What follows belongs to an exercise in optimizing a design on an open flow for small area and a short achievable clock period; a production flow would make more cautious choices.

## StepperPositionController
module StepperPositionController (
    input clk,
    input reset,
    input write,
    input [4:0] address,
    input signed [31:0] writedata,
    input read,
    output signed [31:0] readdata,
    output step,
    output dir,
    input A,
    input B,
    input I,
    output reg enable,
    output reg [1:0] MS,
    input endswitch
  );
Size in the first run: about 6,500 cells after synthesis, roughly 82 I/O pins.
clock: 100.0 ns
lec_check: 0
abc_area: 1
cap_margin: 20
core_margin: 2
core_utilization: 40
cts_buf_list: sky130_fd_sc_hd__clkbuf_8
slew_margin: 20
synth_hierarchical: 1
standard.sh (not shown) runs the stock make flow with config.mk's settings and CLKGATE_MAP_FILE= SYNTH_SCRIPT=/design/flow/synth_recipe.tcl, a recipe that flattens the netlist after the stock synthesis.
==> flow/flow/run.sh <==
#!/bin/bash
# The standard layout (standard.sh), with two changes passed to ORFS:
#  - the clock tree uses sky130_fd_sc_hd__clkbuf_8 cells on sink clusters of at
#    most 14 flip-flops within 70 um, without the dummy loads CTS otherwise adds
#    for balancing;
#  - the port buffers are sky130_fd_sc_hd__buf_2 cells.
# Each tool's output goes to the ORFS logs under orfs/logs; standard.sh's own
# output to standard.log.
set -o pipefail
export CTS_ARGS="-sink_clustering_enable -repair_clock_nets -dont_use_dummy_load -buf_list sky130_fd_sc_hd__clkbuf_8 -sink_clustering_size 14 -sink_clustering_max_diameter 70"
export BUFFER_PORTS_ARGS="-buffer_cell sky130_fd_sc_hd__buf_2"
bash standard.sh > standard.log 2>&1
Edit:
--- a/flow/design.v
+++ b/flow/design.v
@@ -1285,23 +1285,25 @@
   assign rd_src[13] = {31'd0, endswitch};
   assign rd_src[14] = ticks_per_millisecond;
   assign rd_src[15] = {31'd0, enable};
   assign rd_src[16] = {30'd0, MS};
   assign rd_src[17] = result_freq;
   assign rd_src[18] = ramp_up_limit;
   assign rd_src[19] = ramp_up_threshold;
-  wire [31:0] rd;
-  assign rd[7:0] =
-    ((((((rd_src[0][7:0] & {8{rsel0[0]}}) | (rd_src[1][7:0] & {8{rsel0[1]}})) | ((rd_src[2][7:0] & {8{rsel0[2]}}) | (rd_src[3][7:0] & {8{rsel0[3]}}))) | (((rd_src[4][7:0] & {8{rsel0[4]}}) | (rd_src[5][7:0] & {8{rsel0[5]}})) | ((rd_src[6][7:0] & {8{rsel0[6]}}) | (rd_src[7][7:0] & {8{rsel0[7]}})))) | ((((rd_src[8][7:0] & {8{rsel0[8]}}) | (rd_src[9][7:0] & {8{rsel0[9]}})) | ((rd_src[10][7:0] & {8{rsel0[10]}}) | (rd_src[11][7:0] & {8{rsel0[11]}}))) | (((rd_src[12][7:0] & {8{rsel0[12]}}) | (rd_src[13][7:0] & {8{rsel0[13]}})) | ((rd_src[14][7:0] & {8{rsel0[14]}}) | (rd_src[15][7:0] & {8{rsel0[15]}}))))) | (((rd_src[16][7:0] & {8{rsel0[16]}}) | (rd_src[17][7:0] & {8{rsel0[17]}})) | ((rd_src[18][7:0] & {8{rsel0[18]}}) | (rd_src[19][7:0] & {8{rsel0[19]}}))));
-  assign rd[15:8] =
-    ((((((rd_src[0][15:8] & {8{rsel1[0]}}) | (rd_src[1][15:8] & {8{rsel1[1]}})) | ((rd_src[2][15:8] & {8{rsel1[2]}}) | (rd_src[3][15:8] & {8{rsel1[3]}}))) | (((rd_src[4][15:8] & {8{rsel1[4]}}) | (rd_src[5][15:8] & {8{rsel1[5]}})) | ((rd_src[6][15:8] & {8{rsel1[6]}}) | (rd_src[7][15:8] & {8{rsel1[7]}})))) | ((((rd_src[8][15:8] & {8{rsel1[8]}}) | (rd_src[9][15:8] & {8{rsel1[9]}})) | ((rd_src[10][15:8] & {8{rsel1[10]}}) | (rd_src[11][15:8] & {8{rsel1[11]}}))) | (((rd_src[12][15:8] & {8{rsel1[12]}}) | (rd_src[13][15:8] & {8{rsel1[13]}})) | ((rd_src[14][15:8] & {8{rsel1[14]}}) | (rd_src[15][15:8] & {8{rsel1[15]}}))))) | (((rd_src[16][15:8] & {8{rsel1[16]}}) | (rd_src[17][15:8] & {8{rsel1[17]}})) | ((rd_src[18][15:8] & {8{rsel1[18]}}) | (rd_src[19][15:8] & {8{rsel1[19]}}))));
-  assign rd[23:16] =
-    ((((((rd_src[0][23:16] & {8{rsel2[0]}}) | (rd_src[1][23:16] & {8{rsel2[1]}})) | ((rd_src[2][23:16] & {8{rsel2[2]}}) | (rd_src[3][23:16] & {8{rsel2[3]}}))) | (((rd_src[4][23:16] & {8{rsel2[4]}}) | (rd_src[5][23:16] & {8{rsel2[5]}})) | ((rd_src[6][23:16] & {8{rsel2[6]}}) | (rd_src[7][23:16] & {8{rsel2[7]}})))) | ((((rd_src[8][23:16] & {8{rsel2[8]}}) | (rd_src[9][23:16] & {8{rsel2[9]}})) | ((rd_src[10][23:16] & {8{rsel2[10]}}) | (rd_src[11][23:16] & {8{rsel2[11]}}))) | (((rd_src[12][23:16] & {8{rsel2[12]}}) | (rd_src[13][23:16] & {8{rsel2[13]}})) | ((rd_src[14][23:16] & {8{rsel2[14]}}) | (rd_src[15][23:16] & {8{rsel2[15]}}))))) | (((rd_src[16][23:16] & {8{rsel2[16]}}) | (rd_src[17][23:16] & {8{rsel2[17]}})) | ((rd_src[18][23:16] & {8{rsel2[18]}}) | (rd_src[19][23:16] & {8{rsel2[19]}}))));
-  assign rd[31:24] =
-    ((((((rd_src[0][31:24] & {8{rsel3[0]}}) | (rd_src[1][31:24] & {8{rsel3[1]}})) | ((rd_src[2][31:24] & {8{rsel3[2]}}) | (rd_src[3][31:24] & {8{rsel3[3]}}))) | (((rd_src[4][31:24] & {8{rsel3[4]}}) | (rd_src[5][31:24] & {8{rsel3[5]}})) | ((rd_src[6][31:24] & {8{rsel3[6]}}) | (rd_src[7][31:24] & {8{rsel3[7]}})))) | ((((rd_src[8][31:24] & {8{rsel3[8]}}) | (rd_src[9][31:24] & {8{rsel3[9]}})) | ((rd_src[10][31:24] & {8{rsel3[10]}}) | (rd_src[11][31:24] & {8{rsel3[11]}}))) | (((rd_src[12][31:24] & {8{rsel3[12]}}) | (rd_src[13][31:24] & {8{rsel3[13]}})) | ((rd_src[14][31:24] & {8{rsel3[14]}}) | (rd_src[15][31:24] & {8{rsel3[15]}}))))) | (((rd_src[16][31:24] & {8{rsel3[16]}}) | (rd_src[17][31:24] & {8{rsel3[17]}})) | ((rd_src[18][31:24] & {8{rsel3[18]}}) | (rd_src[19][31:24] & {8{rsel3[19]}}))));
+  reg [31:0] rd;
+  integer rk;
+  always @(*) begin
+    rd = 32'd0;
+    for (rk = 0; rk < 20; rk = rk + 1) begin
+      rd[7:0] = rd[7:0] | (rd_src[rk][7:0] & {8{rsel0[rk]}});
+      rd[15:8] = rd[15:8] | (rd_src[rk][15:8] & {8{rsel1[rk]}});
+      rd[23:16] = rd[23:16] | (rd_src[rk][23:16] & {8{rsel2[rk]}});
+      rd[31:24] = rd[31:24] | (rd_src[rk][31:24] & {8{rsel3[rk]}});
+    end
+  end
   assign readdata = rd;
 endmodule
 module sp_csa #(parameter N = 1) (
     input [N-1:0] a,
     input [N-1:0] b,
     input [N-1:0] c,
     output [N-1:0] s,
What happened:
- setup slack got worse by 160 ps
- fmax fell by 0.37%
- worst hold slack gets worse by 26 ps
- core utilization decreases by 0.22 points
- clock-buffer cell count drops by 5
- register-to-register slack degrades by 460 ps
- routed wire length shrinks by 8.4%
No run of this note included a check of the RTL's function; only the layout flow was run.

port drivers added, routing unchanged:
How much do the figures lean on ideal ports? The routed layouts below were timed once more, with nothing changed but the port constraints. Step 1, drivers: a clkbuf_16 drives clk and a buf_2 each remaining input, both assumed. Step 2 moves the port delays by t, midway between the first and last clock arrival at a register: inputs arrive t later, outputs are due t later. That takes back most of the time a late clock gives input paths. a / b / c = ideal / step 1 / step 2; a / b = the first two.
run | t (ns) | setup WS [ns] | pins driven straight from the clock port
the first run | 0.814 | 57.007 / 56.948 / 56.948 | 1
the second run | 0.778 | 56.846 / 56.816 / 56.816 | 1
After both steps every run listed still meets setup and hold. For the first run, which loses most, drivers alone change the setup slack by -0.059 ns; drivers and shift together by -0.059 ns.
